From an optimization exercise on the open Yosys and OpenROAD flow, aimed at small area, a short achievable clock period and few clock cycles per item; shortcuts taken in it are not production practice.
Function was not checked in any run shown here: the RTL went through the layout flow alone.

==> design.v <==
module logarithm #(
	parameter n = 16,
	parameter m = 24,
	parameter k = 5 ,
	parameter p = 24
) (
	input        clk  ,  
	input        reset,  
	input        start,
	input  [0:n] x    ,
	output [1:p] y    ,
	output       done
);
	reg  [23:0] f;
	reg  [24:0] r;           
	wire s1;
	wire c2;
	wire s3;
	wire c4;
	wire s5;
	wire c6;
	wire s7;
	wire c8;
	wire s9;
	wire c10;
	wire s11;
	wire c12;
	wire s13;
	wire c14;
	wire s15;
	wire c16;
	wire s17;
	wire c18;
	wire s19;
	wire c20;
	wire s21;
	wire c22;
	wire s23;
	wire c24;
	wire s25;
	wire c26;
	wire s27;
	wire c28;
	wire s29;
	wire c30;
	wire s31;
	wire c32;
	wire s33;
	wire c34;
	wire s35;
	wire c36;
	wire s37;
	wire c38;
	wire s39;
	wire c40;
	wire s41;
	wire c42;
	wire s43;
	wire c44;
	wire s45;
	wire c46;
	wire s47;
	wire c48;
	wire s49;
	wire c50;
	wire s51;
	wire c52;
	wire s53;
	wire c54;
	wire s55;
	wire c56;
	wire s57;
	wire c58;
	wire s59;
	wire c60;
	wire s61;
	wire c62;
	wire s63;
	wire c64;
	wire s65;
	wire c66;
	wire s67;
	wire c68;
	wire s69;
	wire c70;
	wire s71;
	wire c72;
	wire s73;
	wire c74;
	wire s75;
	wire c76;
	wire s77;
	wire c78;
	wire s79;
	wire c80;
	wire s81;
	wire c82;
	wire s83;
	wire c84;
	wire s85;
	wire c86;
	wire s87;
	wire c88;
	wire s89;
	wire c90;
	wire s91;
	wire c92;
	wire s93;
	wire c94;
	wire s95;
	wire c96;
	wire s97;
	wire c98;
	wire s99;
	wire c100;
	wire s101;
	wire c102;
	wire s103;
	wire c104;
	wire s105;
	wire c106;
	wire s107;
	wire c108;
	wire s109;
	wire c110;
	wire s111;
	wire c112;
	wire s113;
	wire c114;
	wire s115;
	wire c116;
	wire s117;
	wire c118;
	wire s119;
	wire c120;
	wire s121;
	wire c122;
	wire s123;
	wire c124;
	wire s125;
	wire c126;
	wire s127;
	wire c128;
	wire s129;
	wire c130;
	wire s131;
	wire c132;
	wire s133;
	wire c134;
	wire s135;
	wire c136;
	wire s137;
	wire c138;
	wire s139;
	wire c140;
	wire s141;
	wire c142;
	wire s143;
	wire c144;
	wire s145;
	wire c146;
	wire s147;
	wire c148;
	wire s149;
	wire c150;
	wire s151;
	wire c152;
	wire s153;
	wire c154;
	wire s155;
	wire c156;
	wire s157;
	wire c158;
	wire s159;
	wire c160;
	wire s161;
	wire c162;
	wire s163;
	wire c164;
	wire s165;
	wire c166;
	wire s167;
	wire c168;
	wire s169;
	wire c170;
	wire s171;
	wire c172;
	wire s173;
	wire c174;
	wire s175;
	wire c176;
	wire s177;
	wire c178;
	wire s179;
	wire c180;
	wire s181;
	wire c182;
	wire s183;
	wire c184;
	wire s185;
	wire c186;
	wire s187;
	wire c188;
	wire s189;
	wire c190;
	wire s191;
	wire c192;
	wire s193;
	wire c194;
	wire s195;
	wire c196;
	wire s197;
	wire c198;
	wire s199;
	wire c200;
	wire s201;
	wire c202;
	wire s203;
	wire c204;
	wire s205;
	wire c206;
	wire s207;
	wire c208;
	wire s209;
	wire c210;
	wire s211;
	wire c212;
	wire s213;
	wire c214;
	wire s215;
	wire c216;
	wire s217;
	wire c218;
	wire s219;
	wire c220;
	wire s221;
	wire c222;
	wire s223;
	wire c224;
	wire s225;
	wire c226;
	wire s227;
	wire c228;
	wire s229;
	wire c230;
	wire s231;
	wire c232;
	wire s233;
	wire c234;
	wire s235;
	wire c236;
	wire s237;
	wire c238;
	wire s239;
	wire c240;
	wire s241;
	wire c242;
	wire s243;
	wire c244;
	wire s245;
	wire c246;
	wire s247;
	wire c248;
	wire s249;
	wire c250;
	wire s251;
	wire c252;
	wire s253;
	wire c254;
	wire s255;
	wire c256;
	wire s257;
	wire c258;
	wire s259;
	wire c260;
	wire s261;
	wire c262;
	wire s263;
	wire c264;
	wire s265;
	wire c266;
	wire s267;
	wire c268;
	wire s269;
	wire c270;
	wire s271;
	wire c272;
	wire s273;
	wire c274;
	wire s275;
	wire c276;
	wire s277;
	wire c278;
	wire s279;
	wire c280;
	wire s281;
	wire c282;
	wire s283;
	wire c284;
	wire s285;
	wire c286;
	wire s287;
	wire c288;
	wire s289;
	wire c290;
	wire s291;
	wire c292;
	wire s293;
	wire c294;
	wire s295;
	wire c296;
	wire s297;
	wire c298;
	wire s299;
	wire c300;
	wire s301;
	wire c302;
	wire s303;
	wire c304;
	wire s305;
	wire c306;
	wire s307;
	wire c308;
	wire s309;
	wire c310;
	wire s311;
	wire c312;
	wire s313;
	wire c314;
	wire s315;
	wire c316;
	wire s317;
	wire c318;
	wire s319;
	wire c320;
	wire s321;
	wire c322;
	wire s323;
	wire c324;
	wire s325;
	wire c326;
	wire s327;
	wire c328;
	wire s329;
	wire c330;
	wire s331;
	wire c332;
	wire s333;
	wire c334;
	wire s335;
	wire c336;
	wire s337;
	wire c338;
	wire s339;
	wire c340;
	wire s341;
	wire c342;
	wire s343;
	wire c344;
	wire s345;
	wire c346;
	wire s347;
	wire c348;
	wire s349;
	wire c350;
	wire s351;
	wire c352;
	wire s353;
	wire c354;
	wire s355;
	wire c356;
	wire s357;
	wire c358;
	wire s359;
	wire c360;
	wire s361;
	wire c362;
	wire s363;
	wire c364;
	wire s365;
	wire c366;
	wire s367;
	wire c368;
	wire s369;
	wire c370;
	wire s371;
	wire c372;
	wire s373;
	wire c374;
	wire s375;
	wire c376;
	wire s377;
	wire c378;
	wire s379;
	wire c380;
	wire s381;
	wire c382;
	wire s383;
	wire c384;
	wire s385;
	wire c386;
	wire s387;
	wire c388;
	wire s389;
	wire c390;
	wire s391;
	wire c392;
	wire s393;
	wire c394;
	wire s395;
	wire c396;
	wire s397;
	wire c398;
	wire s399;
	wire c400;
	wire s401;
	wire c402;
	wire s403;
	wire c404;
	wire s405;
	wire c406;
	wire s407;
	wire c408;
	wire s409;
	wire c410;
	wire s411;
	wire c412;
	wire s413;
	wire c414;
	wire s415;
	wire c416;
	wire s417;
	wire c418;
	wire s419;
	wire c420;
	wire s421;
	wire c422;
	wire s423;
	wire c424;
	wire s425;
	wire c426;
	wire s427;
	wire c428;
	wire s429;
	wire c430;
	wire s431;
	wire c432;
	wire s433;
	wire c434;
	wire s435;
	wire c436;
	wire s437;
	wire c438;
	wire s439;
	wire c440;
	wire s441;
	wire c442;
	wire s443;
	wire c444;
	wire s445;
	wire c446;
	wire s447;
	wire c448;
	wire s449;
	wire c450;
	wire s451;
	wire c452;
	wire s453;
	wire c454;
	wire s455;
	wire c456;
	wire s457;
	wire c458;
	wire s459;
	wire c460;
	wire s461;
	wire c462;
	wire s463;
	wire c464;
	wire s465;
	wire c466;
	wire s467;
	wire c468;
	wire s469;
	wire c470;
	wire s471;
	wire c472;
	wire s473;
	wire c474;
	wire s475;
	wire c476;
	wire s477;
	wire c478;
	wire s479;
	wire c480;
	wire s481;
	wire c482;
	wire s483;
	wire c484;
	wire s485;
	wire c486;
	wire s487;
	wire c488;
	wire s489;
	wire c490;
	wire s491;
	wire c492;
	wire s493;
	wire c494;
	wire s495;
	wire c496;
	wire s497;
	wire c498;
	wire s499;
	wire c500;
	wire s501;
	wire c502;
	wire s503;
	wire c504;
	wire s505;
	wire c506;
	log_fa us1 (~f[9], ~(f[0] & f[17]), 1'b1, s1, c2);
	log_fa us3 (~(f[0] & f[18]), ~(f[1] & f[17]), 1'b1, s3, c4);
	log_fa us5 (~f[10], ~(f[0] & f[19]), ~(f[1] & f[18]), s5, c6);
	log_fa us7 (~(f[2] & f[17]), ~(f[3] & f[16]), 1'b1, s7, c8);
	log_fa us9 (~(f[0] & f[20]), ~(f[1] & f[19]), ~(f[2] & f[18]), s9, c10);
	log_fa us11 (~(f[3] & f[17]), ~(f[4] & f[16]), 1'b1, s11, c12);
	log_fa us13 (~f[11], ~(f[0] & f[21]), ~(f[1] & f[20]), s13, c14);
	log_fa us15 (~(f[2] & f[19]), ~(f[3] & f[18]), ~(f[4] & f[17]), s15, c16);
	log_fa us17 (~(f[5] & f[16]), ~(f[6] & f[15]), 1'b1, s17, c18);
	log_fa us19 (~(f[0] & f[22]), ~(f[1] & f[21]), ~(f[2] & f[20]), s19, c20);
	log_fa us21 (~(f[3] & f[19]), ~(f[4] & f[18]), ~(f[5] & f[17]), s21, c22);
	log_fa us23 (~(f[6] & f[16]), ~(f[7] & f[15]), 1'b1, s23, c24);
	log_fa us25 (~f[12], ~(f[0] & f[23]), ~(f[1] & f[22]), s25, c26);
	log_fa us27 (~(f[2] & f[21]), ~(f[3] & f[20]), ~(f[4] & f[19]), s27, c28);
	log_fa us29 (~(f[5] & f[18]), ~(f[6] & f[17]), ~(f[7] & f[16]), s29, c30);
	log_fa us31 (~(f[8] & f[15]), ~(f[9] & f[14]), 1'b1, s31, c32);
	log_fa us33 (~f[0], ~(f[1] & f[23]), ~(f[2] & f[22]), s33, c34);
	log_fa us35 (~(f[3] & f[21]), ~(f[4] & f[20]), ~(f[5] & f[19]), s35, c36);
	log_fa us37 (~(f[6] & f[18]), ~(f[7] & f[17]), ~(f[8] & f[16]), s37, c38);
	log_fa us39 (~(f[9] & f[15]), ~(f[10] & f[14]), 1'b1, s39, c40);
	log_fa us41 (~f[13], ~f[1], ~(f[2] & f[23]), s41, c42);
	log_fa us43 (~(f[3] & f[22]), ~(f[4] & f[21]), ~(f[5] & f[20]), s43, c44);
	log_fa us45 (~(f[6] & f[19]), ~(f[7] & f[18]), ~(f[8] & f[17]), s45, c46);
	log_fa us47 (~(f[9] & f[16]), ~(f[10] & f[15]), ~(f[11] & f[14]), s47, c48);
	log_fa us49 (~f[2], ~(f[3] & f[23]), ~(f[4] & f[22]), s49, c50);
	log_fa us51 (~(f[5] & f[21]), ~(f[6] & f[20]), ~(f[7] & f[19]), s51, c52);
	log_fa us53 (~(f[8] & f[18]), ~(f[9] & f[17]), ~(f[10] & f[16]), s53, c54);
	log_fa us55 (~f[14], ~f[3], ~(f[4] & f[23]), s55, c56);
	log_fa us57 (~(f[5] & f[22]), ~(f[6] & f[21]), ~(f[7] & f[20]), s57, c58);
	log_fa us59 (~(f[8] & f[19]), ~(f[9] & f[18]), ~(f[10] & f[17]), s59, c60);
	log_fa us61 (~f[4], ~(f[5] & f[23]), ~(f[6] & f[22]), s61, c62);
	log_fa us63 (~(f[7] & f[21]), ~(f[8] & f[20]), ~(f[9] & f[19]), s63, c64);
	log_fa us65 (~f[15], ~f[5], ~(f[6] & f[23]), s65, c66);
	log_fa us67 (~(f[7] & f[22]), ~(f[8] & f[21]), ~(f[9] & f[20]), s67, c68);
	log_fa us69 (~f[6], ~(f[7] & f[23]), ~(f[8] & f[22]), s69, c70);
	log_fa us71 (~f[16], ~f[7], ~(f[8] & f[23]), s71, c72);
	log_fa us73 (~f[6], ~(f[0] & f[11]), 1'b1, s73, c74);
	log_fa us75 (~(f[0] & f[12]), ~(f[1] & f[11]), 1'b1, s75, c76);
	log_fa us77 (~f[7], ~(f[0] & f[13]), ~(f[1] & f[12]), s77, c78);
	log_fa us79 (~(f[2] & f[11]), ~(f[3] & f[10]), 1'b1, s79, c80);
	log_fa us81 (~(f[0] & f[14]), ~(f[1] & f[13]), ~(f[2] & f[12]), s81, c82);
	log_fa us83 (~(f[3] & f[11]), ~(f[4] & f[10]), 1'b1, s83, c84);
	log_fa us85 (~f[8], ~(f[0] & f[15]), ~(f[1] & f[14]), s85, c86);
	log_fa us87 (~(f[2] & f[13]), ~(f[3] & f[12]), ~(f[4] & f[11]), s87, c88);
	log_fa us89 (~(f[5] & f[10]), ~(f[6] & f[9]), 1'b1, s89, c90);
	log_fa us91 (~(f[0] & f[16]), ~(f[1] & f[15]), ~(f[2] & f[14]), s91, c92);
	log_fa us93 (~(f[3] & f[13]), ~(f[4] & f[12]), ~(f[5] & f[11]), s93, c94);
	log_fa us95 (~(f[6] & f[10]), ~(f[7] & f[9]), 1'b1, s95, c96);
	log_fa us97 (~(f[1] & f[16]), ~(f[2] & f[15]), ~(f[3] & f[14]), s97, c98);
	log_fa us99 (~(f[4] & f[13]), ~(f[5] & f[12]), ~(f[6] & f[11]), s99, c100);
	log_fa us101 (~(f[7] & f[10]), ~(f[8] & f[9]), s1, s101, c102);
	log_fa us103 (~(f[2] & f[16]), ~(f[3] & f[15]), ~(f[4] & f[14]), s103, c104);
	log_fa us105 (~(f[5] & f[13]), ~(f[6] & f[12]), ~(f[7] & f[11]), s105, c106);
	log_fa us107 (~(f[8] & f[10]), c2, s3, s107, c108);
	log_fa us109 (~(f[4] & f[15]), ~(f[5] & f[14]), ~(f[6] & f[13]), s109, c110);
	log_fa us111 (~(f[7] & f[12]), ~(f[8] & f[11]), ~(f[9] & f[10]), s111, c112);
	log_fa us113 (c4, s7, s5, s113, c114);
	log_fa us115 (~(f[5] & f[15]), ~(f[6] & f[14]), ~(f[7] & f[13]), s115, c116);
	log_fa us117 (~(f[8] & f[12]), ~(f[9] & f[11]), c8, s117, c118);
	log_fa us119 (s11, c6, s9, s119, c120);
	log_fa us121 (~(f[7] & f[14]), ~(f[8] & f[13]), ~(f[9] & f[12]), s121, c122);
	log_fa us123 (~(f[10] & f[11]), c12, s17, s123, c124);
	log_fa us125 (c10, s13, s15, s125, c126);
	log_fa us127 (~(f[8] & f[14]), ~(f[9] & f[13]), ~(f[10] & f[12]), s127, c128);
	log_fa us129 (c18, s23, c14, s129, c130);
	log_fa us131 (c16, s19, s21, s131, c132);
	log_fa us133 (~(f[10] & f[13]), ~(f[11] & f[12]), c24, s133, c134);
	log_fa us135 (s31, c20, c22, s135, c136);
	log_fa us137 (s25, s27, s29, s137, c138);
	log_fa us139 (~(f[11] & f[13]), c32, s39, s139, c140);
	log_fa us141 (c26, c28, c30, s141, c142);
	log_fa us143 (s33, s35, s37, s143, c144);
	log_fa us145 (~(f[12] & f[13]), c40, c34, s145, c146);
	log_fa us147 (c36, c38, s41, s147, c148);
	log_fa us149 (s43, s45, s47, s149, c150);
	log_fa us151 (~(f[11] & f[15]), ~(f[12] & f[14]), c42, s151, c152);
	log_fa us153 (c44, c46, c48, s153, c154);
	log_fa us155 (s49, s51, s53, s155, c156);
	log_fa us157 (~(f[11] & f[16]), ~(f[12] & f[15]), ~(f[13] & f[14]), s157, c158);
	log_fa us159 (c50, c52, c54, s159, c160);
	log_fa us161 (s55, s57, s59, s161, c162);
	log_fa us163 (~(f[10] & f[18]), ~(f[11] & f[17]), ~(f[12] & f[16]), s163, c164);
	log_fa us165 (~(f[13] & f[15]), c56, c58, s165, c166);
	log_fa us167 (c60, s61, s63, s167, c168);
	log_fa us169 (~(f[10] & f[19]), ~(f[11] & f[18]), ~(f[12] & f[17]), s169, c170);
	log_fa us171 (~(f[13] & f[16]), ~(f[14] & f[15]), c62, s171, c172);
	log_fa us173 (c64, s65, s67, s173, c174);
	log_fa us175 (~(f[9] & f[21]), ~(f[10] & f[20]), ~(f[11] & f[19]), s175, c176);
	log_fa us177 (~(f[12] & f[18]), ~(f[13] & f[17]), ~(f[14] & f[16]), s177, c178);
	log_fa us179 (c66, c68, s69, s179, c180);
	log_fa us181 (~(f[9] & f[22]), ~(f[10] & f[21]), ~(f[11] & f[20]), s181, c182);
	log_fa us183 (~(f[12] & f[19]), ~(f[13] & f[18]), ~(f[14] & f[17]), s183, c184);
	log_fa us185 (~(f[15] & f[16]), c70, s71, s185, c186);
	log_fa us187 (~f[8], ~(f[9] & f[23]), ~(f[10] & f[22]), s187, c188);
	log_fa us189 (~(f[11] & f[21]), ~(f[12] & f[20]), ~(f[13] & f[19]), s189, c190);
	log_fa us191 (~(f[14] & f[18]), ~(f[15] & f[17]), c72, s191, c192);
	log_fa us193 (~f[17], ~f[9], ~(f[10] & f[23]), s193, c194);
	log_fa us195 (~(f[11] & f[22]), ~(f[12] & f[21]), ~(f[13] & f[20]), s195, c196);
	log_fa us197 (~(f[14] & f[19]), ~(f[15] & f[18]), ~(f[16] & f[17]), s197, c198);
	log_fa us199 (~f[10], ~(f[11] & f[23]), ~(f[12] & f[22]), s199, c200);
	log_fa us201 (~(f[13] & f[21]), ~(f[14] & f[20]), ~(f[15] & f[19]), s201, c202);
	log_fa us203 (~f[18], ~f[11], ~(f[12] & f[23]), s203, c204);
	log_fa us205 (~(f[13] & f[22]), ~(f[14] & f[21]), ~(f[15] & f[20]), s205, c206);
	log_fa us207 (~f[12], ~(f[13] & f[23]), ~(f[14] & f[22]), s207, c208);
	log_fa us209 (~f[19], ~f[13], ~(f[14] & f[23]), s209, c210);
	log_fa us211 (~f[4], ~(f[0] & f[7]), 1'b1, s211, c212);
	log_fa us213 (~(f[0] & f[8]), ~(f[1] & f[7]), 1'b1, s213, c214);
	log_fa us215 (~f[5], ~(f[0] & f[9]), ~(f[1] & f[8]), s215, c216);
	log_fa us217 (~(f[2] & f[7]), ~(f[3] & f[6]), 1'b1, s217, c218);
	log_fa us219 (~(f[0] & f[10]), ~(f[1] & f[9]), ~(f[2] & f[8]), s219, c220);
	log_fa us221 (~(f[3] & f[7]), ~(f[4] & f[6]), 1'b1, s221, c222);
	log_fa us223 (~(f[1] & f[10]), ~(f[2] & f[9]), ~(f[3] & f[8]), s223, c224);
	log_fa us225 (~(f[4] & f[7]), ~(f[5] & f[6]), s73, s225, c226);
	log_fa us227 (~(f[2] & f[10]), ~(f[3] & f[9]), ~(f[4] & f[8]), s227, c228);
	log_fa us229 (~(f[5] & f[7]), c74, s75, s229, c230);
	log_fa us231 (~(f[4] & f[9]), ~(f[5] & f[8]), ~(f[6] & f[7]), s231, c232);
	log_fa us233 (c76, s79, s77, s233, c234);
	log_fa us235 (~(f[5] & f[9]), ~(f[6] & f[8]), c80, s235, c236);
	log_fa us237 (s83, c78, s81, s237, c238);
	log_fa us239 (~(f[7] & f[8]), c84, s89, s239, c240);
	log_fa us241 (c82, s85, s87, s241, c242);
	log_fa us243 (c90, s95, c86, s243, c244);
	log_fa us245 (c88, s91, s93, s245, c246);
	log_fa us247 (c96, c92, c94, s247, c248);
	log_fa us249 (s97, s99, s101, s249, c250);
	log_fa us251 (c98, c100, s103, s251, c252);
	log_fa us253 (s105, c102, s107, s253, c254);
	log_fa us255 (c104, c106, s109, s255, c256);
	log_fa us257 (s111, c108, s113, s257, c258);
	log_fa us259 (c110, c112, s115, s259, c260);
	log_fa us261 (s117, c114, s119, s261, c262);
	log_fa us263 (c116, s121, c118, s263, c264);
	log_fa us265 (s123, c120, s125, s265, c266);
	log_fa us267 (c122, s127, c124, s267, c268);
	log_fa us269 (c126, s129, s131, s269, c270);
	log_fa us271 (c128, s133, c130, s271, c272);
	log_fa us273 (c132, s135, s137, s273, c274);
	log_fa us275 (c134, c136, s139, s275, c276);
	log_fa us277 (c138, s141, s143, s277, c278);
	log_fa us279 (c140, c142, c144, s279, c280);
	log_fa us281 (s145, s147, s149, s281, c282);
	log_fa us283 (c146, c148, c150, s283, c284);
	log_fa us285 (s151, s153, s155, s285, c286);
	log_fa us287 (s157, c152, c154, s287, c288);
	log_fa us289 (c156, s159, s161, s289, c290);
	log_fa us291 (c158, s163, c160, s291, c292);
	log_fa us293 (c162, s165, s167, s293, c294);
	log_fa us295 (c164, s169, c166, s295, c296);
	log_fa us297 (c168, s171, s173, s297, c298);
	log_fa us299 (c170, s175, s177, s299, c300);
	log_fa us301 (c172, c174, s179, s301, c302);
	log_fa us303 (c176, c178, s181, s303, c304);
	log_fa us305 (s183, c180, s185, s305, c306);
	log_fa us307 (c182, c184, s187, s307, c308);
	log_fa us309 (s189, c186, s191, s309, c310);
	log_fa us311 (c188, c190, s193, s311, c312);
	log_fa us313 (s195, s197, c192, s313, c314);
	log_fa us315 (~(f[16] & f[18]), c194, c196, s315, c316);
	log_fa us317 (c198, s199, s201, s317, c318);
	log_fa us319 (~(f[16] & f[19]), ~(f[17] & f[18]), c200, s319, c320);
	log_fa us321 (c202, s203, s205, s321, c322);
	log_fa us323 (~(f[15] & f[21]), ~(f[16] & f[20]), ~(f[17] & f[19]), s323, c324);
	log_fa us325 (c204, c206, s207, s325, c326);
	log_fa us327 (~(f[15] & f[22]), ~(f[16] & f[21]), ~(f[17] & f[20]), s327, c328);
	log_fa us329 (~(f[18] & f[19]), c208, s209, s329, c330);
	log_fa us331 (~f[14], ~(f[15] & f[23]), ~(f[16] & f[22]), s331, c332);
	log_fa us333 (~(f[17] & f[21]), ~(f[18] & f[20]), c210, s333, c334);
	log_fa us335 (~f[20], ~f[15], ~(f[16] & f[23]), s335, c336);
	log_fa us337 (~(f[17] & f[22]), ~(f[18] & f[21]), ~(f[19] & f[20]), s337, c338);
	log_fa us339 (~f[16], ~(f[17] & f[23]), ~(f[18] & f[22]), s339, c340);
	log_fa us341 (~f[21], ~f[17], ~(f[18] & f[23]), s341, c342);
	log_fa us343 (~f[3], ~(f[0] & f[5]), 1'b1, s343, c344);
	log_fa us345 (~(f[0] & f[6]), ~(f[1] & f[5]), 1'b1, s345, c346);
	log_fa us347 (~(f[1] & f[6]), ~(f[2] & f[5]), ~(f[3] & f[4]), s347, c348);
	log_fa us349 (~(f[2] & f[6]), ~(f[3] & f[5]), c212, s349, c350);
	log_fa us351 (~(f[4] & f[5]), c214, s217, s351, c352);
	log_fa us353 (c218, s221, c216, s353, c354);
	log_fa us355 (c222, c220, s223, s355, c356);
	log_fa us357 (c224, s227, c226, s357, c358);
	log_fa us359 (c228, s231, c230, s359, c360);
	log_fa us361 (c232, s235, c234, s361, c362);
	log_fa us363 (c236, s239, c238, s363, c364);
	log_fa us365 (c240, c242, s243, s365, c366);
	log_fa us367 (c244, c246, s247, s367, c368);
	log_fa us369 (c248, s251, c250, s369, c370);
	log_fa us371 (c252, s255, c254, s371, c372);
	log_fa us373 (c256, s259, c258, s373, c374);
	log_fa us375 (c260, s263, c262, s375, c376);
	log_fa us377 (c264, s267, c266, s377, c378);
	log_fa us379 (c268, s271, c270, s379, c380);
	log_fa us381 (c272, s275, c274, s381, c382);
	log_fa us383 (c276, c278, s279, s383, c384);
	log_fa us385 (c280, c282, s283, s385, c386);
	log_fa us387 (c284, s287, c286, s387, c388);
	log_fa us389 (c288, s291, c290, s389, c390);
	log_fa us391 (c292, s295, c294, s391, c392);
	log_fa us393 (s299, c296, c298, s393, c394);
	log_fa us395 (c300, s303, c302, s395, c396);
	log_fa us397 (c304, s307, c306, s397, c398);
	log_fa us399 (c308, s311, c310, s399, c400);
	log_fa us401 (c312, s315, s317, s401, c402);
	log_fa us403 (c316, c318, s319, s403, c404);
	log_fa us405 (s323, c320, c322, s405, c406);
	log_fa us407 (c324, s327, c326, s407, c408);
	log_fa us409 (c328, s331, c330, s409, c410);
	log_fa us411 (c332, s335, s337, s411, c412);
	log_fa us413 (~(f[19] & f[21]), c336, c338, s413, c414);
	log_fa us415 (~(f[19] & f[22]), ~(f[20] & f[21]), c340, s415, c416);
	log_fa us417 (~f[18], ~(f[19] & f[23]), ~(f[20] & f[22]), s417, c418);
	log_fa us419 (~f[22], ~f[19], ~(f[20] & f[23]), s419, c420);
	log_fa us421 (~f[2], ~(f[0] & f[3]), 1'b1, s421, c422);
	log_fa us423 (~(f[0] & f[4]), ~(f[1] & f[3]), 1'b1, s423, c424);
	log_fa us425 (~(f[1] & f[4]), ~(f[2] & f[3]), s343, s425, c426);
	log_fa us427 (~(f[2] & f[4]), c344, s345, s427, c428);
	log_fa us429 (c346, s211, s347, s429, c430);
	log_fa us431 (s213, c348, s349, s431, c432);
	log_fa us433 (s215, c350, s351, s433, c434);
	log_fa us435 (s219, c352, s353, s435, c436);
	log_fa us437 (c354, s225, s355, s437, c438);
	log_fa us439 (s229, c356, s357, s439, c440);
	log_fa us441 (s233, c358, s359, s441, c442);
	log_fa us443 (s237, c360, s361, s443, c444);
	log_fa us445 (s241, c362, s363, s445, c446);
	log_fa us447 (s245, c364, s365, s447, c448);
	log_fa us449 (c366, s249, s367, s449, c450);
	log_fa us451 (c368, s253, s369, s451, c452);
	log_fa us453 (s257, c370, s371, s453, c454);
	log_fa us455 (s261, c372, s373, s455, c456);
	log_fa us457 (s265, c374, s375, s457, c458);
	log_fa us459 (s269, c376, s377, s459, c460);
	log_fa us461 (s273, c378, s379, s461, c462);
	log_fa us463 (s277, c380, s381, s463, c464);
	log_fa us465 (s281, c382, s383, s465, c466);
	log_fa us467 (s285, c384, s385, s467, c468);
	log_fa us469 (s289, c386, s387, s469, c470);
	log_fa us471 (s293, c388, s389, s471, c472);
	log_fa us473 (s297, c390, s391, s473, c474);
	log_fa us475 (s301, c392, s393, s475, c476);
	log_fa us477 (s305, c394, s395, s477, c478);
	log_fa us479 (s309, c396, s397, s479, c480);
	log_fa us481 (s313, c398, s399, s481, c482);
	log_fa us483 (c314, s401, c400, s483, c484);
	log_fa us485 (s321, c402, s403, s485, c486);
	log_fa us487 (s325, c404, s405, s487, c488);
	log_fa us489 (s329, c406, s407, s489, c490);
	log_fa us491 (s333, c408, s409, s491, c492);
	log_fa us493 (c334, s411, c410, s493, c494);
	log_fa us495 (s339, c412, s413, s495, c496);
	log_fa us497 (s341, c414, s415, s497, c498);
	log_fa us499 (c342, s417, c416, s499, c500);
	log_fa us501 (~(f[21] & f[22]), c418, s419, s501, c502);
	log_fa us503 (~f[20], ~(f[21] & f[23]), c420, s503, c504);
	log_fa us505 (~f[23], ~f[21], ~(f[22] & f[23]), s505, c506);
	wire [49:0] ta = {1'b1, ~f[23], c506, c504, c502, c500, c498, c496, c494, c492, c490, c488, c486, c484, c482, c480, c478, c476, c474, c472, c470, c468, c466, c464, c462, c460, c458, c456, c454, c452, c450, c448, c446, c444, c442, c440, c438, c436, c434, c432, c430, c428, c426, c424, c422, s421, ~(f[0] & f[2]), ~f[1], 1'b1, ~f[0]};
	wire [49:0] tb = {1'b1, 1'b1, ~f[22], s505, s503, s501, s499, s497, s495, s493, s491, s489, s487, s485, s483, s481, s479, s477, s475, s473, s471, s469, s467, s465, s463, s461, s459, s457, s455, s453, s451, s449, s447, s445, s443, s441, s439, s437, s435, s433, s431, s429, s427, s425, s423, ~(f[1] & f[2]), 1'b1, ~(f[0] & f[1]), 1'b1, 1'b1};
	wire [49:0] t  = ~(ta + tb + 1'b1);
	wire [25:0] s  = t[49:24];
	wire        b  = s[25] | s[24];
	wire [23:0] fn = b ? {s[25], s[23:1]} : s[23:0];
	always @(posedge clk)
		f <= r[24] ? {x[1:n], {(m-n){1'b0}}} : fn;
	always @(posedge clk or negedge reset) begin
		if (~reset)
			r[24] <= 1'b1;
		else if (start | ~r[24])
			r[24] <= start ? 1'b0 : r[23];
	end
	always @(posedge clk) begin
		if (start | ~r[24])
			r[23:0] <= start ? 24'd1 : {r[22:0], b & x[0]};
	end
	assign done = r[24];
	assign y    = r[23:0];
endmodule
module log_fa (input a, input b, input c, output s, output co);
	assign s  = a ^ b ^ c;
	assign co = (a & b) | (a & c) | (b & c);
endmodule
module log_ha (input a, input b, output s, output co);
	assign s  = a ^ b;
	assign co = a & b;
endmodule
module log_han (input a, input b, output s, output co);
	assign s  = ~(a ^ b);
	assign co = a | b;
endmodule
==> run.sh <==
#!/bin/bash
# synth_recipe.tcl (not shown) runs the flow's synth.tcl, then flattens the netlist and writes it again
# the make line also repeats each setting of config.mk as NAME=value (left out here)
make -C /OpenROAD-flow-scripts/flow DESIGN_CONFIG=/design/flow/config.mk WORK_HOME=/design/flow/orfs CLKGATE_MAP_FILE= SYNTH_SCRIPT=/design/flow/synth_recipe.tcl finish
==> config.mk <==
export PLATFORM = sky130hd
export DESIGN_NAME = logarithm
export DESIGN_NICKNAME = logarithm
export VERILOG_FILES = /design/flow/design.v
export SDC_FILE = /design/flow/constraint.sdc
export NUM_CORES = 4
export LEC_CHECK = 0
export CAP_MARGIN = 20
export CORE_MARGIN = 2
export CORE_UTILIZATION = 40
export SETUP_SLACK_MARGIN = 3.5
export SLEW_MARGIN = 20
export SYNTH_HIERARCHICAL = 1
export SYNTH_MINIMUM_KEEP_SIZE = 0
==> constraint.sdc <==
create_clock -name core_clock -period 9.0 [get_ports {clk}]
set_input_delay 1.8000 -clock core_clock [delete_from_list [all_inputs] [get_ports {clk}]]
set_output_delay 1.8000 -clock core_clock [all_outputs]
set_load 0.01 [all_outputs]
==> results of run 1 <==
## final timing paths
check                      cells past startpoint           endpoint           startpoint
min                                            2  r[24]$_DFFE_PN1P_  r[23]$_SDFFCE_PP0P_
max                                           18      f[11]$_DFF_P_        f[20]$_DFF_P_
max reg2reg                                   18      f[11]$_DFF_P_        f[20]$_DFF_P_
min in group asynchronous                      1  r[24]$_DFFE_PN1P_                reset
min reg2reg                                    2  r[24]$_DFFE_PN1P_  r[23]$_SDFFCE_PP0P_
max in group asynchronous                      1  r[24]$_DFFE_PN1P_                reset
## flip-flops by register name, indices dropped and copies added (netlist names)
name  count
r        25
f        24
## timing repair
| action | in CTS | in global routing |
|---|---|---|
| pin swaps | 12 | 41 |
| endpoints found under the setup margin | 25 | 25 |
| buffers inserted | 26 | 56 |
| cloned | 11 | 10 |
| resized for setup | 104 | 107 |
## through the flow
step           hold WS (ns)
6_report              0.529
5_1_grt               0.541
4_1_cts               0.531
3_5_place_dp          0.500
3_3_place_gp          0.497
2_1_floorplan         0.535
## synthesized netlist by cell type (6+ instances only)
library cell,number
inv_1,41
nand2_1,312
a21o_1,32
a211o_1,6
dfxtp_1,24
and3_1,10
o21ai_0,15
nand4_1,9
a21oi_1,42
ha_1,44
nand2b_1,7
xnor2_1,6
edfxtp_1,24
nor3_1,8
fa_1,253
a31oi_1,7
nand3_1,9
nor2_1,22
o211ai_1,6
clkbuf_1,60
nor2b_1,25
xor2_1,6
## kinds of logic after synthesis
family / share of synthesized area [%]
xor gates and xnor gates: 1.01
other: 0.0359
adders and majority gates: 53.8
muxes: 0.396
DFF: 11.8
and+or+nand+nor: 17.1
AOI/OAI and AO/OA: 11.8
buffers and inverters: 4.11
## critical path: cells and delay by family (launching register included)
kind	cells	cell delay (ns)
fa+ha+maj	6	2.65
compound gates	7	1.42
flops	1	0.44
simple gates	3	0.52
buf+inv	2	0.26
## Yosys stat by module, one instance, submodules excluded
module | flip-flops and latches | times used | cell area, sq um
log_fa | 0 | 253 | 20.0
logarithm | 49 | 1 | 5370
## cell type report
cell class              count  share of cell area [%]
repair buffers            167                    15.4
flip-flops and latches     49                    9.75
well taps                 335                    3.10
clock buffers               5                   0.926
multi-input cells         922                    68.9
inverters                  42                    1.36
clock inverters             3                   0.509
## layer usage
metal,global-route usage [%],up-vias,routed length [um]
li1,-,3717,-
met1,32.7,4519,13800
met2,40.8,491,16700
met3,3.60,108,3210
met4,8.27,0,1640
met5,0,-,0
==> run_results.csv, run 1 <==
group,metric,value,unit
setup_path,cpPeakStageDelay,0.58,ns
synthesis,syn_area,10400,sq um
cts,htreeDepth,2,
route,routed_wl,35.4,mm
placed_design,placedInstanceArea,11300,sq um
route,dr.pass1.iters,5,
floorplan,start_util,40.4,%
layout,final_common_cell,"nand2_1",
placed_design,io_buffers,44,
route,post_drt_wl_per_cell,23.2,um
timing,hold_viol_final,0,
cts,cts_hold_buf,0,
cts,clock_sinks,49,
timing,setup_ws,3.53,ns
setup_path,cp_cell_sequence,"buf_12 -> nand2_1 -> fa_1 -> fa_1 -> fa_2 -> fa_1 -> fa_1 -> ha_4 -> a21o_1 -> a21o_1 -> nor2b_1 -> a41o_2 -> o211ai_4 -> a21oi_4 -> buf_6 -> o31a_4 -> nor4_4 -> a221oi_2",
placed_design,dp_hpwl,21.4,mm
timing,setup_tns,0,ns
layout,multi_input_area,9320,sq um
setup_path,cp_common_cell,"fa_1",
timing,finClkSkew,0.00965,ns
layout,final_cell_area,13500,sq um
layout,final_nets,1504,
layout,final_cell_mix,"nand2_1 (308), fa_1 (224), buf_4 (69)",
synthesis,synth_flop_cell,"edfxtp_1",
placed_design,place_congestion,0.966,
global_routing,grt_util_all_layers,24.4,%
timing,fmaxAchievable,183,MHz
global_routing,grt_max_degree,42,
floorplan,dieArea,27400,sq um
layout,area.growth.synth_to_final,29.5,%
synthesis,synth_edf_count,24,
layout,seqCellArea,1320,sq um
flow_run,cap_violations,0,
timing,finalCritPeriodShare,60.7,%
setup_path,crit_path_top_delay_cell,"fa_1",
setup_path,endpoint_kind,"flip-flop",
cts,cts_tree,"yes",
route,num_vias,8835,
timing,setup_viol_count_final,0,
timing,min_period,5.47,ns
global_routing,grt-ovfl-total,0,
synthesis,ys_seq_area_share,11.8,%
timing,worst_slew_pin_slew,0.895,ns
floorplan,coreArea,25800,sq um
cts,numCtsBuffers,5,
setup_path,path_max_fanout,7,
route,antenna_left,0,
outcome,status,"complete, no violations",
floorplan,dieWidth,166,um
route,routed_via_density,5.80,
timing,relSlewSlack,40.4,%
floorplan,rows,59,
setup_path,worstPathRequired,9.13,ns
synthesis,synth_seq_cells,49,
synthesis,avgSynthCellArea,9.89,sq um
global_routing,grt_pass1_wl,50.0,mm
synthesis,post_synth_num_cell_types,69,
layout,fillers,2275,
cts,clock_latency,0.30,ns
route,drc,0,
layout,drive_above_1_share,22.0,%
global_routing,antenna_found_initial,0,
setup_path,cp-start-kind,"flip-flop",
cts,clockBufferDepth,2,
timing,slew_violations,0,
floorplan,io_pins,45,
cts,root_buffer,"clkbuf_16",
floorplan,die_y,166,um
global_routing,grt_pass1_vias,8879,
synthesis,synthCells,1055,
synthesis,ys_warn_count,7,
layout,stdcell_count,1523,
synthesis,yosysTopAreaCell,"fa_1",
synthesis,synthTopCellsByArea,"fa_1 (49%), nand2_1 (11%), edfxtp_1 (6.9%)",
cts,cts.clk_slew.worst_paths,0.07,ns
placed_design,dp_slack,2.46,ns
placed_design,placed_cells,1412,
synthesis,synth-async-reset-ratio,2.04,%
setup_path,r2r_setup_slack,3.53,ns
setup_path,crit_type,"flip-flop to flip-flop",
layout,antenna_cells,0,
hold_path,holdCritPathClass,"flip-flop to flip-flop",
layout,finish.utilization,52.3,%
route,drt_iter0_drc,947,
timing,rsz0062_at_grt,"yes",
synthesis,synth_top_area_share,48.5,%
setup_path,critPathArrivalTime,5.59,ns
==> run 2, diff against run 1 <==
--- a/config.mk
+++ b/config.mk
@@ -9,5 +9,5 @@
 export CORE_MARGIN = 2
 export CORE_UTILIZATION = 40
-export SETUP_SLACK_MARGIN = 3.5
+export SETUP_SLACK_MARGIN = 4.5
 export SLEW_MARGIN = 20
 export SYNTH_HIERARCHICAL = 1
==> run 2 against run 1 <==
First-iteration DRC count down 20%. Via count up 1.3%. Sequential share of layout area rose by 0.050 points. Register-to-register slack got worse by 0.03 ns. Final area is 0.70% lower. Critical endpoint is now f[7]$_SDFF_PP0_.
==> run_results.csv, run 2 <==
group,metric,value,unit
route,dr.max_layer_used,"met4",
placed_design,io_buffers,44,
synthesis,avgSynthCellArea,9.89,sq um
hold_path,whs_path_depth,2,
synthesis,synth_seq_cells,49,
setup_path,worstPathRequired,9.15,ns
layout,largestRegisters,"r: 25 flops, f: 24 flops",
global_routing,grt_max_degree,41,
timing,finalCritPeriodShare,61.0,%
route,met1Wirelength,14.7,mm
layout,drive_above_1_share,23.5,%
setup_path,r2r_setup_slack,3.51,ns
layout,final_cell_mix,"nand2_1 (301), fa_1 (232), buf_4 (68)",
floorplan,io_pins,45,
global_routing,grt_pass1_vias,9383,
placed_design,dp_hpwl,21.6,mm
setup_path,r2r-start,"f[6]$_SDFF_PP0_",
synthesis,synth_flop_cell,"edfxtp_1",
floorplan,die_y,166,um
setup_path,crit_start,"f[6]$_SDFF_PP0_",
cts,cts.clk_slew.worst_paths,0.07,ns
floorplan,dieArea,27400,sq um
timing,slew_violations,0,
route,routed_via_density,5.85,
route,dr_wl_met3,2.60,mm
timing,relSlewSlack,41.2,%
timing,setup_viol_count_final,0,
synthesis,ys_warn_count,7,
synthesis,synth_edf_count,24,
synthesis,yosys-top-cells-count,"nand2_1 (312), fa_1 (253), clkbuf_1 (60)",
layout,finish.utilization,52.0,%
setup_path,crit_type,"flip-flop to flip-flop",
timing,finClkSkew,0.00849,ns
cts,clock_latency,0.29,ns
synthesis,post_synth_num_cell_types,69,
layout,fillers,2330,
cts,clock_sinks,49,
synthesis,ys_seq_area_share,11.8,%
global_routing,grt_util_all_layers,27.3,%
setup_path,critPathArrivalTime,5.64,ns
synthesis,syn_area,10400,sq um
global_routing,grt_pass1_wl,55.1,mm
synthesis,synthTopCellsByArea,"fa_1 (49%), nand2_1 (11%), edfxtp_1 (6.9%)",
layout,largest_register_ff_count,25,
placed_design,dp_slack,2.80,ns
cts,cts_tree,"yes",
floorplan,dieWidth,166,um
timing,min_period,5.49,ns
route,num_vias,8947,
global_routing,antenna_found_initial,0,
cts,htreeDepth,2,
floorplan,coreArea,25800,sq um
route,dr_wl_met2,17.6,mm
placed_design,place_congestion,0.878,
global_routing,grt-ovfl-total,0,
cts,root_buffer,"clkbuf_16",
layout,antenna_cells,0,
synthesis,synth_top_area_share,48.5,%
timing,setup_tns,0,ns
floorplan,rows,59,
route,drt_iter0_drc,755,
layout,final_nets,1510,
timing,worst_slew_pin_slew,0.879,ns
setup_path,crit_end,"f[7]$_SDFF_PP0_",
route,post_drt_wl_per_cell,23.9,um
setup_path,cp-start-kind,"flip-flop",
hold_path,holdCritPathClass,"flip-flop to flip-flop",
outcome,status,"complete, no violations",
route,dr.pass1.iters,5,
timing,rsz0062_at_grt,"yes",
layout,final_common_cell,"nand2_1",
route,routed_wl,36.6,mm
setup_path,path_max_fanout,6,
cts,numCtsBuffers,5,
setup_path,reg2reg_to,"f[7]$_SDFF_PP0_",
timing,fmaxAchievable,182,MHz
setup_path,endpoint_kind,"flip-flop",
synthesis,synthCells,1055,
synthesis,yosysMostFrequentCell,"nand2_1",
timing,setup_ws,3.51,ns
timing,hold_viol_final,0,
synthesis,yosysTopAreaCell,"fa_1",
layout,area.growth.synth_to_final,28.6,%
setup_path,r2r.worst_path.cells,20,
flow_run,cap_violations,0,
cts,clockBufferDepth,2,
floorplan,start_util,40.4,%
synthesis,synth-async-reset-ratio,2.04,%
route,antenna_left,0,
layout,regMostFlops,"r",
route,drc,0,
## run 2: cell counts after synthesis
No cell type changed its count.
## run 2: stage by stage
stage | area [sq um] | instances | hold WS, ns
after floorplan | 10900 | 1076 | 0.535
after global placement | 11300 | 1393 | 0.504
after detailed placement | 11300 | 1393 | 0.493
after CTS | 12900 | 1498 | 0.534
after global routing | 13400 | 1529 | 0.586
final | 13400 | 1529 | 0.530
## run 2: how the worst min path moves through the flow
stage / startpoint / endpoint / slack [ns]
floorplan: r[23]$_SDFFCE_PP0P_ / r[24]$_DFFE_PN1P_ / 0.54
global placement: r[23]$_SDFFCE_PP0P_ / r[24]$_DFFE_PN1P_ / 0.50
finish: r[23]$_SDFFCE_PP0P_ / r[24]$_DFFE_PN1P_ / 0.53
global route: r[1]$_SDFFCE_PP0P_ / r[2]$_SDFFCE_PP0P_ / 0.59
CTS: r[23]$_SDFFCE_PP0P_ / r[24]$_DFFE_PN1P_ / 0.53
detailed placement: r[23]$_SDFFCE_PP0P_ / r[24]$_DFFE_PN1P_ / 0.49
## run 2: what timing repair did
item / in CTS / in global routing
hold buffers: 0 / 0
pin swaps: 51 / 41
buffers inserted: 91 / 31
gates resized for setup: 108 / 46
endpoints found under the setup margin: 25 / 25
gates cloned: 6 / 0
## run 2: Yosys stat by module (local to each module, per instance)
module,times used,cells inside,flops+latches
log_fa,253,1,0
logarithm,1,802,49
## run 2: cells by family (layout without fill, tap and decap cells)
family / after synthesis / after routing / share of synthesized area [%]
AOI/OAI and AO/OA: 165 / 169 / 11.8
buffers and inverters: 108 / 222 / 4.11
DFF: 49 / 49 / 11.8
xor gates and xnor gates: 12 / 12 / 1.01
adders and majority gates: 297 / 297 / 53.8
muxes: 3 / 3 / 0.396
other: 1 / 22 / 0.0359
and+or+nand+nor: 420 / 420 / 17.1
## run 2: cell type report
class                      count  area [sq um]  area share [%]
timing repair buffer         172          1840            13.7
clock buffer                   5           125           0.932
clock inverter                 3          28.8           0.214
multi-input combinational    923          9520            70.9
sequential                    49          1320            9.80
tap                          335           419            3.12
inverter                      42           173            1.29
## run 2: critical path, cell delays in order (launching register included)
cell	delay, ns
dfxtp_4	0.40
buf_12	0.13
buf_4	0.11
nand2_2	0.06
fa_2	0.59
fa_2	0.47
fa_2	0.36
fa_2	0.54
fa_1	0.46
ha_2	0.21
a21o_1	0.18
a211o_1	0.34
a41oi_4	0.22
o21ai_2	0.10
a22oi_4	0.24
a21oi_4	0.14
buf_6	0.14
buf_6	0.11
o31a_4	0.35
nor2_2	0.13
a211oi_2	0.05
## run 2: layer usage
metal / up-vias / track usage, %
li1: 3728 / -
met1: 4692 / 35.7
met2: 429 / 45.4
met3: 98 / 5.44
met4: 0 / 9.76
met5: - / 0
==> run 3, diff against run 2 <==
--- a/config.mk
+++ b/config.mk
@@ -9,5 +9,5 @@
 export CORE_MARGIN = 2
 export CORE_UTILIZATION = 40
-export SETUP_SLACK_MARGIN = 4.5
+export SETUP_SLACK_MARGIN = 0
 export SLEW_MARGIN = 20
 export SYNTH_HIERARCHICAL = 1
==> run 3 against run 2 <==
Wire length shrank 21%. Clock skew grew 0.0014 ns. Setup slack lost 0.81 ns. Via count shrank 12%. First-iteration DRC count shrank 30%. Hold slack lost 0.0075 ns. Register-to-register slack lost 0.81 ns. Fmax shrank 13%. Count of clock-buffer cells in the layout grew 1. Largest cell class unchanged.
==> run_results.csv, run 3 <==
group,metric,value,unit
floorplan,coreArea,25800,sq um
global_routing,grt_pass1_vias,8703,
route,post_drt_wl_per_cell,20.4,um
synthesis,synthCells,1055,
timing,setup_viol_count_final,0,
floorplan,dieArea,27400,sq um
cts,clockBufferDepth,2,
layout,fillers,2517,
synthesis,avgSynthCellArea,9.89,sq um
setup_path,endpoint_kind,"flip-flop",
timing,worst_slew_pin_slew,0.883,ns
layout,area.growth.synth_to_final,9.83,%
synthesis,synth_edf_count,24,
timing,hold_viol_final,0,
flow_run,cap_violations,0,
cts,numCtsBuffers,5,
synthesis,synth_flop_cell,"edfxtp_1",
timing,slew_violations,0,
outcome,status,"complete, no violations",
cts,clock_latency,0.29,ns
layout,final_nets,1402,
route,routed_via_density,5.54,
timing,finClkSkew,0.00989,ns
global_routing,antenna_found_initial,0,
route,drt_iter0_drc,525,
cts,clock_sinks,49,
synthesis,synthTopCellsByArea,"fa_1 (49%), nand2_1 (11%), edfxtp_1 (6.9%)",
floorplan,io_pins,45,
global_routing,grt-ovfl-total,0,
cts,cts_resized,0,
layout,antenna_cells,0,
setup_path,crit_type,"flip-flop to flip-flop",
synthesis,synth-async-reset-ratio,2.04,%
layout,final_common_cell,"nand2_1",
floorplan,die_y,166,um
hold_path,holdCritPathClass,"flip-flop to flip-flop",
layout,largestRegisters,"r: 25 flops, f: 24 flops",
route,num_vias,7872,
timing,finalCritPeriodShare,70.0,%
timing,fmaxAchievable,159,MHz
layout,drive_above_1_share,5.16,%
synthesis,post_synth_num_cell_types,69,
setup_path,worstPathRequired,9.22,ns
timing,relSlewSlack,41.2,%
cts,htreeDepth,2,
synthesis,synth_seq_cells,49,
synthesis,yosys-top-cells-count,"nand2_1 (312), fa_1 (253), clkbuf_1 (60)",
synthesis,ys_seq_area_share,11.8,%
cts,root_buffer,"clkbuf_16",
global_routing,grt_util_all_layers,22.7,%
timing,min_period,6.30,ns
layout,regMostFlops,"r",
cts,cts.clk_slew.worst_paths,0.07,ns
synthesis,synth_top_area_share,48.5,%
setup_path,cp-start-kind,"flip-flop",
route,dr.pass1.iters,5,
cts,cts_hold_buf,0,
synthesis,yosysMostFrequentCell,"nand2_1",
placed_design,io_buffers,44,
global_routing,grt_max_degree,42,
placed_design,place_congestion,0.959,
layout,largest_register_ff_count,25,
placed_design,dp_hpwl,21.8,mm
synthesis,syn_area,10400,sq um
global_routing,grt_pass1_wl,47.3,mm
timing,rsz0062_at_grt,"no",
synthesis,yosysTopAreaCell,"fa_1",
route,antenna_left,0,
route,drc,0,
setup_path,critPathArrivalTime,6.52,ns
synthesis,ys_warn_count,7,
floorplan,rows,59,
floorplan,start_util,40.4,%
setup_path,path_max_fanout,22,
layout,final_cell_mix,"nand2_1 (312), fa_1 (253), ha_1 (44), clkdlybuf4s50_1 (44), a21oi_1 (42)",
route,routed_wl,28.9,mm
cts,postCtsSetupRepairBufs,0,
timing,setup_tns,0,ns
cts,cts_tree,"yes",
floorplan,dieWidth,166,um
run 3: cell counts after synthesis:
No cell type changed its count.
run 3: layer usage:
layer	vias up	part of all wire, %	track usage (%)
li1	3494	-	-
met2	258	50	39.1
met5	-	0	0
met1	4092	43	30.6
met3	28	5.6	3.60
met4	0	1.3	4.27
run 3: Yosys stat by module (local to each module, per instance):
| module | times used | cell area, sq um |
|---|---|---|
| logarithm | 1 | 5370 |
| log_fa | 253 | 20.0 |
run 3: final timing paths:
| kind | to | start | cells after the start | slack [ns] |
|---|---|---|---|---|
| max | f[14]$_DFF_P_ | f[17]$_DFF_P_ | 17 | 2.70 |
| min reg2reg | r[24]$_DFFE_PN1P_ | r[23]$_SDFFCE_PP0P_ | 2 | 0.52 |
| max in group asynchronous | r[24]$_DFFE_PN1P_ | reset | 1 | 7.17 |
| max reg2reg | f[14]$_DFF_P_ | f[17]$_DFF_P_ | 17 | 2.70 |
| min | r[24]$_DFFE_PN1P_ | r[23]$_SDFFCE_PP0P_ | 2 | 0.52 |
| min in group asynchronous | r[24]$_DFFE_PN1P_ | reset | 1 | 1.81 |
run 3: cells by family after synthesis:
| kind of cell | share of synthesized area [%] |
|---|---|
| buffers and inverters | 4.11 |
| and+or+nand+nor | 17.1 |
| xor gates and xnor gates | 1.01 |
| AOI/OAI and AO/OA | 11.8 |
| muxes | 0.396 |
| DFF | 11.8 |
| adders and majority gates | 53.8 |
| other | 0.0359 |
run 3: cell type report:
| cell class | count | area, sq um | share of cell area [%] |
|---|---|---|---|
| multi-input cells | 919 | 8870 | 77.4 |
| flip-flops and latches | 49 | 1230 | 10.7 |
| repair buffers | 68 | 621 | 5.41 |
| well taps | 335 | 419 | 3.66 |
| inverters | 42 | 158 | 1.38 |
| clock buffers | 6 | 129 | 1.12 |
| clock inverters | 2 | 38.8 | 0.338 |
run 3: worst max-delay path, stage by stage, from the launching register on:
cell	delay [ns]
dfxtp_1	0.81
buf_4	0.29
nand2_1	0.08
fa_1	0.52
fa_1	0.44
fa_1	0.41
fa_1	0.53
fa_1	0.42
ha_1	0.40
a21o_1	0.20
a211o_1	0.33
a41oi_2	0.20
o21ai_1	0.14
a22oi_4	0.20
a21oi_2	0.12
o31ai_4	0.77
o22ai_1	0.19
a31oi_1	0.17
run 3: through the flow:
stage	utilization, %	hold WS, ns	cell area (sq um)	instances	setup slack [ns]
2_1_floorplan	-	0.535	10500	1076	3.48
3_3_place_gp	43.7	0.502	11300	1413	2.79
3_5_place_dp	43.7	0.503	11300	1413	2.74
4_1_cts	44.4	0.523	11500	1421	2.72
5_1_grt	44.4	0.571	11500	1421	2.35
6_report	44.4	0.522	11500	1421	2.70
==> run 4, diff against run 3 <==
--- a/config.mk
+++ b/config.mk
@@ -9,5 +9,5 @@
 export CORE_MARGIN = 2
 export CORE_UTILIZATION = 40
-export SETUP_SLACK_MARGIN = 0
+export SETUP_SLACK_MARGIN = 2.5
 export SLEW_MARGIN = 20
 export SYNTH_HIERARCHICAL = 1
==> run 4 against run 3 <==
Wire length rose by 0.48%. Critical path depth unchanged. Register-to-register slack improved by 0.06 ns. Still clean. Sequential share of layout area about the same. Critical endpoint is now f[20]$_DFF_P_. Via count hardly changed. Highest routed layer unchanged.
==> run_results.csv, run 4 <==
group,metric,value,unit
outcome,status,"complete, no violations",
synthesis,avgSynthCellArea,9.89,sq um
synthesis,synth-adder-area-share,53.8,%
timing,setup_viol_count_final,0,
setup_path,critPathArrivalTime,6.38,ns
route,antenna_left,0,
setup_path,crit_family,"adder cells",
synthesis,yosysMostFrequentCell,"nand2_1",
floorplan,dieWidth,166,um
cts,cts.clk_slew.worst_paths,0.07,ns
timing,finClkSkew,0.0102,ns
cts,htreeDepth,2,
cts,root_buffer,"clkbuf_16",
setup_path,r2r_setup_slack,2.76,ns
setup_path,r2r-start,"f[2]$_SDFF_PP0_",
setup_path,reg2reg_to,"f[20]$_DFF_P_",
flow_run,cap_violations,0,
setup_path,crit_path_top_delay_cell,"fa_1",
setup_path,cp-start-kind,"flip-flop",
global_routing,grt_pass1_vias,8703,
setup_path,path_max_fanout,23,
synthesis,synth-async-reset-ratio,2.04,%
floorplan,dieArea,27400,sq um
timing,relSlewSlack,39.0,%
hold_path,holdCritPathClass,"flip-flop to flip-flop",
layout,finish.utilization,44.5,%
timing,worst_slew_pin_slew,0.912,ns
timing,fmaxAchievable,160,MHz
layout,drive_above_1_share,5.70,%
layout,seqCellArea,1230,sq um
floorplan,rows,59,
synthesis,synth_top_area_share,48.5,%
setup_path,endpoint_kind,"flip-flop",
synthesis,synth_compound_area_share,11.8,%
layout,final_common_cell,"nand2_1",
route,drt_iter0_drc,521,
route,routed_wl,29.1,mm
setup_path,cp_common_cell,"fa_1",
layout,antenna_cells,0,
placed_design,dp_hpwl,21.8,mm
timing,whs,0.522,ns
global_routing,grt_util_all_layers,22.7,%
cts,clock_latency,0.29,ns
cts,clockBufferDepth,2,
setup_path,crit_end,"f[20]$_DFF_P_",
synthesis,synth_edf_count,24,
setup_path,crit_type,"flip-flop to flip-flop",
layout,regMostFlops,"r",
route,drc,0,
floorplan,coreArea,25800,sq um
timing,slew_violations,0,
setup_path,worstPathRequired,9.14,ns
layout,largest_register_ff_count,25,
synthesis,muxShareOfSynthArea,0.396,%
floorplan,io_pins,45,
synthesis,synth_simple_gate_area_share,17.1,%
layout,multi_input_area,8890,sq um
synthesis,synth_seq_cells,49,
cts,cts_tree,"yes",
placed_design,place_congestion,0.959,
global_routing,grt_pass1_wl,47.3,mm
setup_path,cpPeakStageDelay,0.59,ns
global_routing,grt-ovfl-total,0,
synthesis,yosys-top-cells-count,"nand2_1 (312), fa_1 (253), clkbuf_1 (60)",
timing,finalCritPeriodShare,69.3,%
synthesis,synth_xor_xnor_area_share,1.01,%
synthesis,synth_flop_cell,"edfxtp_1",
hold_path,hold_start,"r[23]$_SDFFCE_PP0P_",
synthesis,yosysTopAreaCell,"fa_1",
layout,largestRegisters,"r: 25 flops, f: 24 flops",
synthesis,ys_warn_count,7,
setup_path,crit_start,"f[2]$_SDFF_PP0_",
setup_path,cp_num_buf_inv,1,
setup_path,r2r.worst_path.cells,17,
setup_path,crit_cells,17,
synthesis,synth_top_family_by_area,"adder cells",
synthesis,syn_area,10400,sq um
setup_path,cp_cell_sequence,"buf_4 -> nand2_1 -> fa_1 -> fa_1 -> fa_1 -> fa_1 -> fa_1 -> ha_1 -> nand2_1 -> o211ai_1 -> nand4_1 -> a211oi_4 -> o211ai_4 -> a21oi_2 -> o31a_4 -> nor4_1 -> a221oi_1",
route,num_vias,7866,
route,routed_via_density,5.53,
global_routing,grt_max_degree,42,
route,dr.pass1.iters,5,
synthesis,ys_seq_area_share,11.8,%
floorplan,start_util,40.4,%
layout,area.growth.synth_to_final,10.2,%
cts,numCtsBuffers,5,
global_routing,antenna_found_initial,0,
cts,clock_sinks,49,
timing,min_period,6.24,ns
timing,rsz0062_at_grt,"no",
timing,hold_viol_final,0,
synthesis,synthCells,1055,
layout,final_nets,1404,
route,post_drt_wl_per_cell,20.4,um
floorplan,die_y,166,um
placed_design,io_buffers,44,
synthesis,post_synth_num_cell_types,69,
timing,setup_tns,0,ns
layout,final_cell_mix,"nand2_1 (312), fa_1 (253), ha_1 (44), clkdlybuf4s50_1 (44), a21oi_1 (42)",
synthesis,synthTopCellsByArea,"fa_1 (49%), nand2_1 (11%), edfxtp_1 (6.9%)",
layout,fillers,2512,
run 4: cell types whose count changed in the layout (fill, tap and decap cells not counted), sizes merged:
cell	delta
buf	+1
o31ai	+1
run 4: modules after synthesis (local to each module, per instance):
module     area [sq um]  cells
logarithm          5370    802
log_fa             20.0      1
run 4: kinds of logic after synthesis:
kind of cell               count (synthesis)
buffers and inverters                    108
and+or+nand+nor                          420
adders and majority gates                297
muxes                                      3
DFF                                       49
xor gates and xnor gates                  12
other                                      1
AOI/OAI and AO/OA                        165
run 4: layer usage:
metal | part of all wire, % | track usage [%]
met2 | 50 | 39.1
met5 | 0 | 0
met4 | 1.2 | 4.27
met3 | 5.5 | 3.60
met1 | 43 | 30.6
run 4: how the worst min path moves through the flow:
stage	endpoint	slack, ns	cells past startpoint
floorplan	r[24]$_DFFE_PN1P_	0.54	2
global placement	r[24]$_DFFE_PN1P_	0.50	2
detailed placement	r[24]$_DFFE_PN1P_	0.50	2
CTS	r[24]$_DFFE_PN1P_	0.52	2
global route	r[24]$_DFFE_PN1P_	0.57	2
finish	r[24]$_DFFE_PN1P_	0.52	2
run 4: layout make-up:
| cell class | count | area share (%) |
|---|---|---|
| clock inverter | 2 | 0.337 |
| clock buffer | 6 | 1.12 |
| timing repair buffer | 69 | 5.46 |
| sequential | 49 | 10.7 |
| tap | 335 | 3.65 |
| inverter | 42 | 1.37 |
| multi-input combinational | 920 | 77.3 |
run 4: tightest hold or removal path: cells and delay by family (launching register included):
family / cells / cell delay [ns]
flops: 1 / 0.36
simple gates: 2 / 0.13
run 4: repair_timing:
| action | in CTS | in global routing |
|---|---|---|
| hold buffers | 0 | 0 |
| resized for setup | 0 | 5 |
| setup endpoints to repair | 0 | 14 |
| setup buffers | 0 | 1 |
run 4: stage by stage:
| step | setup WS [ns] | area, sq um | std cells |
|---|---|---|---|
| final | 2.76 | 11500 | 1423 |
| after global routing | 2.52 | 11500 | 1423 |
| after CTS | 2.72 | 11500 | 1421 |
| after detailed placement | 2.74 | 11300 | 1413 |
| after global placement | 2.79 | 11300 | 1413 |
| after floorplan | 3.48 | 10500 | 1076 |
==> run 5, diff against run 4 <==
--- a/config.mk
+++ b/config.mk
@@ -9,6 +9,5 @@
 export CORE_MARGIN = 2
 export CORE_UTILIZATION = 40
-export SETUP_SLACK_MARGIN = 2.5
-export SLEW_MARGIN = 20
+export SLEW_MARGIN = 60
 export SYNTH_HIERARCHICAL = 1
 export SYNTH_MINIMUM_KEEP_SIZE = 0
==> run 5 against run 4 <==
Register-to-register slack gained 0.08 ns. Critical path depth grew 1. Clock skew shrank 0.0063 ns. Die area is the same. Wire length shrank 0.20%. Synthesized cell count is the same. Cell count is the same. Critical path type unchanged. Critical endpoint is now f[12]$_DFF_P_.
==> run_results.csv, run 5 <==
group,metric,value,unit
outcome,status,"complete, no violations",
layout,final_nets,1404,
cts,cts_hold_buf,0,
setup_path,crit_start,"f[2]$_SDFF_PP0_",
cts,clockBufferDepth,2,
synthesis,synth_edf_count,24,
global_routing,antenna_found_initial,0,
hold_path,hold_start,"r[23]$_SDFFCE_PP0P_",
route,dr.pass1.iters,5,
placed_design,dp_hpwl,22.0,mm
cts,clock_sinks,49,
timing,hold_viol_final,0,
setup_path,cp-start-kind,"flip-flop",
floorplan,die_y,166,um
global_routing,grt_pass1_vias,8667,
route,routed_wl,29.0,mm
timing,slew_violations,0,
layout,multi_input_area,8870,sq um
global_routing,grt_util_all_layers,22.7,%
floorplan,coreArea,25800,sq um
global_routing,grt_max_degree,42,
timing,rsz0062_at_grt,"no",
cts,htreeDepth,2,
route,drc,0,
setup_path,cpPeakStageDelay,0.59,ns
synthesis,syn_area,10400,sq um
synthesis,yosysMostFrequentCell,"nand2_1",
timing,setup_viol_count_final,0,
flow_run,cap_violations,0,
synthesis,yosysTopAreaCell,"fa_1",
route,post_drt_wl_per_cell,20.4,um
hold_path,holdCritPathClass,"flip-flop to flip-flop",
timing,finalCritPeriodShare,68.4,%
cts,numCtsBuffers,5,
route,num_vias,7988,
setup_path,cp_cell_sequence,"buf_4 -> nand2_1 -> fa_1 -> fa_1 -> fa_1 -> fa_1 -> fa_1 -> ha_1 -> nand2_1 -> o211ai_1 -> nand4_1 -> a211oi_4 -> o211ai_4 -> a21oi_2 -> o31ai_4 -> buf_4 -> o41ai_1 -> a31oi_1",
setup_path,worstPathRequired,9.16,ns
layout,final_common_cell,"nand2_1",
setup_path,path_max_fanout,18,
timing,worst_slew_pin_slew,0.536,ns
floorplan,rows,59,
floorplan,io_pins,45,
global_routing,grt_pass1_wl,47.2,mm
setup_path,crit_path_top_delay_cell,"dfxtp_1",
timing,finClkSkew,0.00393,ns
cts,cts_tree,"yes",
placed_design,io_buffers,44,
route,antenna_left,0,
synthesis,synth-async-reset-ratio,2.04,%
cts,root_buffer,"clkbuf_16",
route,routed_via_density,5.61,
layout,area.growth.synth_to_final,10.0,%
setup_path,cp_common_cell,"fa_1",
timing,min_period,6.16,ns
layout,antenna_cells,0,
timing,setup_tns,0,ns
floorplan,dieWidth,166,um
setup_path,endpoint_kind,"flip-flop",
cts,cts_resized,0,
synthesis,avgSynthCellArea,9.89,sq um
synthesis,yosys-top-cells-count,"nand2_1 (312), fa_1 (253), clkbuf_1 (60)",
cts,cts.clk_slew.worst_paths,0.07,ns
layout,seqCellArea,1230,sq um
synthesis,ys_warn_count,7,
timing,whs,0.531,ns
layout,fillers,2523,
floorplan,dieArea,27400,sq um
synthesis,synthCells,1055,
global_routing,grt-ovfl-total,0,
synthesis,synth_flop_cell,"edfxtp_1",
synthesis,post_synth_num_cell_types,69,
timing,fmaxAchievable,162,MHz
layout,finish.utilization,44.4,%
placed_design,place_congestion,0.959,
layout,stdcell_count,1423,
layout,regMostFlops,"r",
route,drt_iter0_drc,649,
layout,largestRegisters,"r: 25 flops, f: 24 flops",
synthesis,synthTopCellsByArea,"fa_1 (49%), nand2_1 (11%), edfxtp_1 (6.9%)",
cts,postCtsSetupRepairBufs,0,
placed_design,placed_cells,1415,
synthesis,synth_top_area_share,48.5,%
layout,largest_register_ff_count,25,
setup_path,r2r-start,"f[2]$_SDFF_PP0_",
synthesis,synth_seq_cells,49,
layout,drive_above_1_share,5.70,%
cts,clock_latency,0.29,ns
timing,relSlewSlack,64.2,%
floorplan,start_util,40.4,%
setup_path,crit_type,"flip-flop to flip-flop",
setup_path,critPathArrivalTime,6.32,ns
layout,final_cell_mix,"nand2_1 (312), fa_1 (253), ha_1 (44)",
synthesis,ys_seq_area_share,11.8,%
-- run 5: cell counts after synthesis --
No cell type changed its count.
-- run 5: metal layers --
metal  GRT usage (%)  wire length (um)  vias to the layer above
met3            3.47              1690                       42
met2            39.3             14500                      270
met1            30.2             12200                     4176
met4            5.05               591                        0
met5               0                 0                        -
li1                -                 -                     3500
-- run 5: final timing paths --
check | slack, ns | endpoint | depth (start not counted)
worst max-delay path | 2.84 | f[12]$_DFF_P_ | 18
worst min register to register | 0.53 | r[24]$_DFFE_PN1P_ | 2
min in group asynchronous | 1.81 | r[24]$_DFFE_PN1P_ | 1
worst min-delay path | 0.53 | r[24]$_DFFE_PN1P_ | 2
max in group asynchronous | 7.17 | r[24]$_DFFE_PN1P_ | 1
worst max register to register | 2.84 | f[12]$_DFF_P_ | 18
-- run 5: cell type report --
type | instances | share of cell area [%]
Clock buffer | 6 | 1.12
Clock inverter | 2 | 0.338
Inverter | 42 | 1.37
Multi-Input combinational cell | 919 | 77.3
Sequential cell | 49 | 10.8
Tap cell | 335 | 3.65
Timing Repair Buffer | 70 | 5.47
-- run 5: per-stage QoR --
step                      area [sq um]  setup WS (ns)
after floorplan                  10500           3.48
after global placement           11300           2.79
after detailed placement         11300           2.90
after CTS                        11500           2.87
after global routing             11500           2.50
final                            11500           2.84
-- run 5: worst max-delay path, delay by kind of cell, from the launching register on --
| family | cells | cell delay [ns] |
|---|---|---|
| DFF | 1 | 0.59 |
| AOI/OAI and AO/OA | 7 | 1.74 |
| adders and majority gates | 6 | 2.69 |
| buffers and inverters | 2 | 0.56 |
| and+or+nand+nor | 3 | 0.45 |
-- run 5: kinds of logic after synthesis --
kind of cell	Yosys count	share of synthesized area [%]
DFF	49	11.8
xor gates and xnor gates	12	1.01
and+or+nand+nor	420	17.1
other	1	0.0359
adders and majority gates	297	53.8
AOI/OAI and AO/OA	165	11.8
buffers and inverters	108	4.11
muxes	3	0.396
-- run 5: Yosys stat by module, one instance, submodules excluded --
module     copies in the design  cells  area (sq um)  flip-flops and latches
log_fa                      253      1          20.0                       0
logarithm                     1    802          5370                      49

==> static timing again, ports no longer ideal <==
Ports are ideal in the flow. The routed layouts listed here were re-timed in OpenROAD. Step 1 (the two cells are an assumption about what drives the block):
set clk [get_ports {clk}]
set_driving_cell -lib_cell sky130_fd_sc_hd__clkbuf_16 $clk
set_driving_cell -lib_cell sky130_fd_sc_hd__buf_2 [delete_from_list [all_inputs] $clk]
Step 2, shift: input delay + t, output delay - t, t = (earliest + latest rising clock arrival at the registers) / 2. This alone moves slack from input paths to output paths. Three values: no drivers, after step 1, after step 2; two values: the first two.
run	t (ns)	setup slack, ns	worst slew at a driven data input, ns	cell pins on the clock port's net
run 1	0.333	3.535 / 3.535 / 3.535	0.05	1
run 2	0.322	3.510 / 3.510 / 3.510	0.05	1
run 3	0.329	2.696 / 2.696 / 2.696	0.04	1
run 4	0.328	2.760 / 2.760 / 2.760	0.04	1
run 5	0.328	2.840 / 2.840 / 2.840	0.04	1
After both steps every run listed still meets setup and hold.
